Context: an optimization exercise on an open-source flow, tuned for small area and a short achievable clock period. The choices shown serve that exercise and are no tape-out recipe. Function was checked by simulation only, so behaviour that the tests miss may differ from the original. Power is estimated from default activity; no workload was simulated.

==> flow/design.v (outline; a module is shown in full before it is edited, if it fits) <==
// module half_adder: 9 lines
// module full_adder_one_bit: 12 lines
// module full_adder_four_bit: 13 lines
// module full_adder_sixteen_bit: 13 lines
// module full_adder_thirtytwo_bit: 12 lines
// module and_thirtytwo_bit: 12 lines
// module or_thirtytwo_bit: 12 lines
// module xor_thirtytwo_bit: 12 lines
// module multiplier: 7 lines
// module multiplier_core: 1734 lines
// module divider: 36 lines
// module div_stage1: 812 lines
// module div_stage2: 1327 lines
// module arithmetic_logic_unit: 26 lines
// module ALU_control: 9 lines
// module control: 23 lines
// module program_counter: 11 lines
// module register_files: 66 lines
// module sign_extension: 6 lines
// module shift_register_from_sign_extension: 6 lines
// module shift_register_from_instruction_memory: 6 lines
// module mux_2x1: 8 lines
// module and_gate: 7 lines
// module top_CPU_Design: 68 lines
module top_CPU_Design(
    output logic [31:0] topPCOut,
    input logic clk,
    input logic rst,
    input logic [31:0] instr,
    output logic [31:0] dmem_addr,
    output logic [31:0] dmem_wdata,
    output logic dmem_we,
    output logic dmem_re,
    input logic [31:0] dmem_rdata
    );
  // ...
==> flow/flow/run.sh <==
#!/bin/bash
# The standard layout (standard.sh) with these changes:
# - synthesis: flow/synth.tcl, the standard synthesis with the divider row
#   blocks and the multiplier mapped by ABC area scripts (see synth.tcl);
# - the ports are buffered by buf_2 cells instead of the default delay
#   buffers;
# - clock tree synthesis clusters up to 22 flip-flops per clkbuf_16 leaf
#   buffer, without dummy loads.
# ORFS writes each tool's log under orfs/logs; make's output is in
# standard.log.
set -euo pipefail
F=$(pwd)/flow
export SYNTH_KEEP_MODULES="div_stage1 div_stage2 multiplier"
export MY_ABC_MAP="div_stage1=$F/area_a.script div_stage2=$F/area_b.script multiplier=$F/area_a.script"
export BUFFER_PORTS_ARGS="-buffer_cell sky130_fd_sc_hd__buf_2"
export CTS_ARGS="-sink_clustering_enable -repair_clock_nets -sink_clustering_size 22 -sink_clustering_max_diameter 70 -buf_list sky130_fd_sc_hd__clkbuf_16 -dont_use_dummy_load"
bash standard.sh SYNTH_SCRIPT=$F/synth.tcl finish > standard.log 2>&1
==> flow/flow/area_a.script <==
strash
dch
map -a
topo
stime -c
==> flow/flow/area_b.script <==
strash
&get -n
&st
&dch
&nf -a
&put
topo
stime -c
==> flow/flow/synth.tcl <==
# The standard synthesis (synth_recipe.tcl: ORFS synth.tcl without the fsm
# and share passes, then flattened and renamed), with one change: the
# divider's two row blocks and the multiplier are kept as separate modules
# through technology mapping (SYNTH_KEEP_MODULES) and mapped by ABC with the
# area scripts named in MY_ABC_MAP; the rest of the design is mapped with
# ORFS's standard script as before. Flip-flops are mapped before ABC and are
# the same cells, with the same names, as in the standard synthesis.
proc synth {args} { yosys synth -nofsm -noshare {*}$args }
proc abc {args} {
  set i [lsearch -exact $args -script]
  set d [lsearch -exact $args -D]
  set base $args
  if {$d >= 0} { set base [lreplace $base $d [expr {$d+1}]] }
  foreach item $::env(MY_ABC_MAP) {
    lassign [split $item =] m scr
    yosys abc {*}[lreplace $base $i [expr {$i+1}] -script $scr] $m
  }
  yosys abc {*}$args $::env(DESIGN_NAME)
}
source $::env(SCRIPTS_DIR)/synth.tcl
# left out here: clear keep_hierarchy, flatten, clean up, hide names made inside functions, write 1_2_yosys.v
==> flow/standard.sh <==
#!/bin/bash
# synth_recipe.tcl (not shown) runs the flow's synth.tcl, then flattens the netlist and writes it again
# the make line also repeats each setting of config.mk as NAME=value (left out here)
make -C /OpenROAD-flow-scripts/flow DESIGN_CONFIG=/design/flow/config.mk WORK_HOME=/design/flow/orfs CLKGATE_MAP_FILE= SYNTH_SCRIPT=/design/flow/synth_recipe.tcl "${@:-finish}"
==> flow/config.mk <==
export PLATFORM = sky130hd
export DESIGN_NAME = top_CPU_Design
export DESIGN_NICKNAME = top_CPU_Design
export VERILOG_FILES = /design/flow/design.v
export SDC_FILE = /design/flow/constraint.sdc
export NUM_CORES = 8
export LEC_CHECK = 0
export CAP_MARGIN = 20
export CORE_MARGIN = 2
export CORE_UTILIZATION = 40
export SETUP_SLACK_MARGIN = 5
export SLEW_MARGIN = 20
==> flow/constraint.sdc <==
create_clock -name core_clock -period 360.0 [get_ports {clk}]
set_input_delay 72.0000 -clock core_clock [delete_from_list [all_inputs] [get_ports {clk}]]
set_output_delay 72.0000 -clock core_clock [all_outputs]
set_load 0.01 [all_outputs]
==> reports/metrics.yaml, run 1 <==
status: "timing/DRC/antenna clean"
postSynthRegisterBits: 1177
top_power_group: "combinational cells"
crit_path_end: "dmem_addr[30]"
vias: 80601
cts_max_level: 3
tapcell.inserted: 2821
tritoncts_num_sinks: 1177
synth_mux_area_share_pct: 0.214
share_of_the_final_layout_cell_area_in_sequential_cells_pct: 36.0
topRoutingLayerUsed: "met5"
boundaryPins: 164
setup.worst_path.class: "input pin to primary output"
worst_ep_required_time_ns: 288.00
cts-buffers-inserted: 91
starting_drt_drc_count: 14578
grt_use_met1_pct: 45.3
count_of_antenna_violating_nets_left_after_detailed_routing: 0
skew_ns: 0.168
rsz0062_at_grt: "no"
depth_of_the_worst_register_to_register_path: 608
cts_max_path_buffers: 3
seq_cells: 1177
gr-usage-met3_pct: 13.2
synth_enable_flop_cells: 992
num-nonclk-buffers: 529
synth_top_cells_by_area: "sky130_fd_sc_hd__edfxtp_1 35%, sky130_fd_sc_hd__xor2_1 7.6%, sky130_fd_sc_hd__xnor2_1 5.9%"
vias_in_the_first_global_route: 75591
grt_antenna_before_repair: 24
grt_most_used_layer: "met2"
max_cap_viol_count: 0
largest_register_ff_count: 992
multi_input_area_share_pct: 51.9
synth_compound_area_share_pct: 20.4
crit_path_start_kind: "input pin"
wl_met2_um: 175000
worst-slew-pin-transition_ns: 1.36
layout.buffer.nonclock.area_share_pct: 3.80
path_common_cell: "sky130_fd_sc_hd__buf_4"
syn-mean-instance-area_um2: 9.77
synth.lib_cells_used.distinct: 97
==> inputs of run 2 (changes only) <==
--- a/flow/flow/run.sh
+++ b/flow/flow/run.sh
@@ -6,3 +6,3 @@
 #   buffers;
-# - clock tree synthesis clusters up to 22 flip-flops per clkbuf_16 leaf
+# - clock tree synthesis clusters up to 12 flip-flops per leaf
 #   buffer, without dummy loads.
@@ -15,3 +15,3 @@
 export BUFFER_PORTS_ARGS="-buffer_cell sky130_fd_sc_hd__buf_2"
-export CTS_ARGS="-sink_clustering_enable -repair_clock_nets -sink_clustering_size 22 -sink_clustering_max_diameter 70 -buf_list sky130_fd_sc_hd__clkbuf_16 -dont_use_dummy_load"
+export CTS_ARGS="-sink_clustering_enable -repair_clock_nets -sink_clustering_size 12 -sink_clustering_max_diameter 50 -buf_list {sky130_fd_sc_hd__clkbuf_8 sky130_fd_sc_hd__clkbuf_16} -dont_use_dummy_load"
 bash standard.sh SYNTH_SCRIPT=$F/synth.tcl finish > standard.log 2>&1
--- a/flow/config.mk
+++ b/flow/config.mk
@@ -7,3 +7,3 @@
 export LEC_CHECK = 0
-export CAP_MARGIN = 20
+export CAP_MARGIN = 10
 export CORE_MARGIN = 2
@@ -11,2 +11,2 @@
 export SETUP_SLACK_MARGIN = 5
-export SLEW_MARGIN = 20
+export SLEW_MARGIN = 10
==> run 2 against run 1 <==
Against the previous run:
- the layout now fails its checks (max-capacitance violations)
- cell count is 0.42% higher
- clock skew rose by 0.0057 ns
- maximum frequency up 0.16%
- critical path type unchanged
- cell area up 1.5%
- die area is the same
- critical endpoint unchanged
- highest routed layer unchanged
- critical path depth unchanged
==> reports/metrics.yaml, run 2 <==
timing.critical_path.buf_inv: 6  # unchanged
crit_cells: 27  # unchanged
switching_fraction_pct: 47.0  # was 48.3%
max_cap_viol_count: 1  # was 0
synth_seq_area_share_pct: 39.6  # unchanged
layout.cells.most_common: "sky130_fd_sc_hd__edfxtp_1"  # unchanged
tritoncts_num_sinks: 1177  # unchanged
synth.lib_cells_used.distinct: 97  # unchanged
grt_max_degree: 63  # unchanged
layout-drive-gt1-share_pct: 9.63  # was 9.06%
track_usage_pct: 37.7  # was 37.4%
finalSetupTns_ns: 0  # unchanged
power.net_switching_uw: 353  # was 346 uW
largest_stage_delay_on_the_critical_path_ns: 0.92  # was 0.93 ns
power_density_nw_per_um2: 7.89  # was 7.64 nW/um^2
yosys_top_cell_area_share_pct: 34.9  # unchanged
postSynth.topFlopCell: "sky130_fd_sc_hd__edfxtp_1"  # unchanged
fin_total_pwr_uw: 751  # was 717 uW
critical-path-slowest-cell: "sky130_fd_sc_hd__or2_0"  # unchanged
worst-slew-pin-transition_ns: 1.56  # was 1.36 ns
drc_errors: 0  # unchanged
synth_top_cells_by_area: "sky130_fd_sc_hd__edfxtp_1 35%, sky130_fd_sc_hd__xor2_1 7.6%, sky130_fd_sc_hd__xnor2_1 5.9%"  # unchanged
cts_max_path_buffers: 3  # unchanged
max_slew_violations: 3  # was 0
registers.top_by_ff_count: "u2.g.data"  # unchanged
ys.warnings.count: 5  # unchanged
skew_ns: 0.174  # was 0.168 ns
fin_crit_sh_pct: 42.3  # about the same
design.die.area_um2: 217000  # unchanged
cts-buffers-inserted: 149  # was 91
route.detailed.wl_per_inst_um: 35.6  # about the same
global_route_wire_length_before_repair_um: 583000  # was 580000 um
cts_tree: "yes"  # unchanged
clock_transition_at_the_registers_of_the_reported_paths_ns: 0.04  # was 0.07 ns
maxClockFrequency_ghz: 0.00657  # was 0.00656 GHz
cpLargestDelayFamily: "compound AO/OA/AOI/OAI gates"  # unchanged
seq_power_share_pct: 21.5  # was 22.5%
vias_in_the_first_global_route: 76077  # was 75591
layout.cells.most_common_list: "992 x sky130_fd_sc_hd__edfxtp_1, 868 x sky130_fd_sc_hd__nand2_1, 738 x sky130_fd_sc_hd__xor2_1"  # unchanged
detailedRoute.firstPassIterationCount: 29  # unchanged
worst_r2r_startpoint: "u14.u1.s_nb[1]"  # unchanged
share_of_synthesized_flip_flops_with_an_asynchronous_set_or_reset_pct: 5.27  # unchanged
largest_registers: "u2.g.data: 992 flops, u14.u1.s_nb: 32 flops, u2.pend_data: 32 flops"  # unchanged
status: "complete, but fails checks"  # was timing/DRC/antenna clean
worstHoldStart: "u2.g_reg[1].v"  # unchanged
leakage_component_of_the_power_uw: 0.0336  # was 0.0329 uW
clkLatencyLatePin_ns: 0.88  # was 0.85 ns
rsz0062_at_grt: "no"  # unchanged
syn-mean-instance-area_um2: 9.77  # unchanged
finalCriticalPeriod_ns: 152.16  # was 152.39 ns
hold_path_depth: 1  # unchanged
mappedNetlistArea_um2: 85300  # unchanged
starting_drt_drc_count: 14443  # was 14578
power.combinational.fraction_pct: 61.8  # was 64.6%
post-cts-setup-buffer-count: 0  # unchanged
synth.top_cells.by_count: "992 x sky130_fd_sc_hd__edfxtp_1, 868 x sky130_fd_sc_hd__nand2_1, 746 x sky130_fd_sc_hd__nor2_1, 738 x sky130_fd_sc_hd__xor2_1, 573 x sky130_fd_sc_hd__xnor2_1"  # unchanged
count_of_antenna_violating_nets_left_after_detailed_routing: 0  # unchanged
endpoint_kind_of_the_worst_setup_timing_path: "primary output"  # unchanged
cts_max_level: 4  # was 3
timing.slew.headroom_pct: -4.73  # was 9.22%
postSynthRegisterBits: 1177  # unchanged
crit_path_start_kind: "input pin"  # unchanged
irDropWorstVdd_mv: 0.00936  # was 0.00877 mV
cts_hold_buffers: 0  # unchanged
hold_path.class: "flop to flop"  # unchanged
critical_path.reg2reg.endpoint: "u14.u1.s_R[6]"  # was u14.u1.s_R[13]
endpoints_failing_setup: 0  # unchanged
hpwl_um: 278000  # about the same
synth_top_cell_by_area: "sky130_fd_sc_hd__edfxtp_1"  # unchanged
synth_enable_flop_cells: 992  # unchanged
boundaryPins: 164  # unchanged
multiInputGateArea_um2: 48700  # unchanged
die_width_um: 466  # unchanged
rows: 169  # unchanged
area_growth_syn_to_layout_pct: 11.7  # was 10.0%
ctsResizeCount: 0  # unchanged
start_util_pct: 40.2  # unchanged
viasPerCell: 6.83  # about the same
fp.dieH_um: 466  # unchanged
fillerInstances: 19887  # was 20024
library_cell_with_the_highest_instance_count_after_synthesis: "sky130_fd_sc_hd__edfxtp_1"  # unchanged
regToRegSetupSlack_ns: 230.14  # was 229.89 ns
largest_register_ff_count: 992  # unchanged
cell_internal_pwr_uw: 398  # was 370 uW
grt_antenna_before_repair: 24  # unchanged
core-area_um2: 212000  # unchanged
setup.worst_path.class: "input pin to primary output"  # unchanged
so.violations: "max-capacitance violations"
nets: 9492  # was 9435
depth_of_the_worst_register_to_register_path: 607  # was 608
timing_hold_violations_final: 0  # unchanged
sequential_cell_area_um2: 33800  # unchanged
netlist_instances: 8733  # unchanged
global_route_congestion_overflow_total: 0  # unchanged
portBuffers: 161  # unchanged
end_point_of_the_most_critical_hold_path: "u2.g_reg[1].v"  # unchanged
data_arrival_time_of_the_critical_path_ns: 80.15  # was 80.39 ns
path_common_cell: "sky130_fd_sc_hd__buf_4"  # unchanged
worst_ep_required_time_ns: 288.00  # about the same
pwr-share-clk_pct: 16.7  # was 12.9%
gp_congestion: 1.02  # unchanged
routed_wirelength_um: 422000  # was 420000 um
timing.critical_path.fanout_max: 21  # unchanged
root_buffer: "sky130_fd_sc_hd__clkbuf_16"  # unchanged
vias: 80989  # was 80601
## run 2: cell counts after synthesis
No cell type changed its count.
## run 2: kinds of logic (layout without fill, tap and decap cells)
family	after synthesis	count (layout)	synth area share, %
xor+xnor	1311	1311	13.5
other cells	1	14	0.00440
buf+inv	903	1190	4.41
compound gates	2407	2407	20.4
mux	18	18	0.214
simple gates	2494	2494	13.6
fa+ha+maj	422	422	8.30
flops	1177	1177	39.6
## run 2: worst max-delay path by stage
stage | start | to | slack [ns]
after floorplan | instr[18] | dmem_addr[30] | 209.45
after global placement | instr[16] | dmem_addr[30] | 207.74
after detailed placement | instr[16] | dmem_addr[30] | 208.09
after CTS | instr[16] | dmem_addr[30] | 208.08
after global routing | u14.u1.s_nb[2] | dmem_addr[30] | 203.84
final | instr[16] | dmem_addr[30] | 207.85
## run 2: power by group through the flow
stage / sequential, uW / clock, uW / combinational (uW)
4_1_cts: 162 / 125 / 459
3_3_place_gp: 164 / 0 / 446
5_1_grt: 162 / 130 / 513
3_5_place_dp: 164 / 0 / 455
6_report: 162 / 126 / 464
2_1_floorplan: 164 / 0 / 363
## run 2: layout make-up
cell class	instances	area share, %
repair buffers	528	3.74
diodes	12	0.0315
clock buffers	149	3.91
multi-input cells	6654	51.1
well taps	2821	3.71
inverters	513	2.03
flip-flops and latches	1177	35.5
## run 2: metal layers
metal  vias to the layer above  share of wire (%)  global-route usage (%)  wire length, um
met3                      1969                 14                    13.1            57600
met2                      6696                 42                    56.0           177000
li1                      32890                  -                       -                -
met5                         -              0.054                   0.110              229
met1                     39410                 35                    45.7           150000
met4                        24                9.0                    26.1            38200
## run 2: through the flow
| step | setup slack, ns | hold WS (ns) | instance area [um^2] | util, % | std cells |
|---|---|---|---|---|---|
| after global routing | 203.84 | 0.497 | 95200 | 44.9 | 11844 |
| after floorplan | 209.45 | 0.433 | 85300 | - | 8734 |
| after detailed placement | 208.09 | 0.464 | 91500 | 43.1 | 11693 |
| after CTS | 208.08 | 0.474 | 95200 | 44.9 | 11842 |
| after global placement | 207.74 | 0.456 | 91500 | 43.1 | 11693 |
| final | 207.85 | 0.479 | 95300 | 44.9 | 11854 |
## run 2: per-module statistics from Yosys (local to each module, per instance)
module          cell area (um^2)  cells  flops+latches  copies in the design
top_CPU_Design             55400   4347           1177                     1
multiplier                 10500   1154              0                     1
div_stage1                  6610   1187              0                     1
div_stage2                 12800   2045              0                     1

==> port drivers added, routing unchanged <==
The flow's constraints put no driver on any port. The routed layouts listed below were extracted and timed again, unchanged, in two steps. Step 1, drivers: a clkbuf_16 drives clk and a buf_2 each remaining input, both assumed. Step 2 moves the port delays by t, midway between the first and last clock arrival at a register: inputs arrive t later, outputs are due t later. That takes back most of the time a late clock gives input paths. a / b / c = ideal ports / drivers / drivers and shift; a / b = the first two.
| run | t, ns | slack for setup (ns) | worst hold slack (ns) | worst slew at a driven data input, ns |
|---|---|---|---|---|
| run 1 | 0.843 | 207.607 / 207.587 / 207.587 | 0.472 / 0.472 / 0.472 | 0.18 |
| run 2 | 0.871 | 207.845 / 207.822 / 207.822 | 0.479 / 0.479 / 0.479 | 0.16 |
For run 2, which loses most, drivers alone change the setup slack by -0.023 ns; drivers and shift together by -0.023 ns.
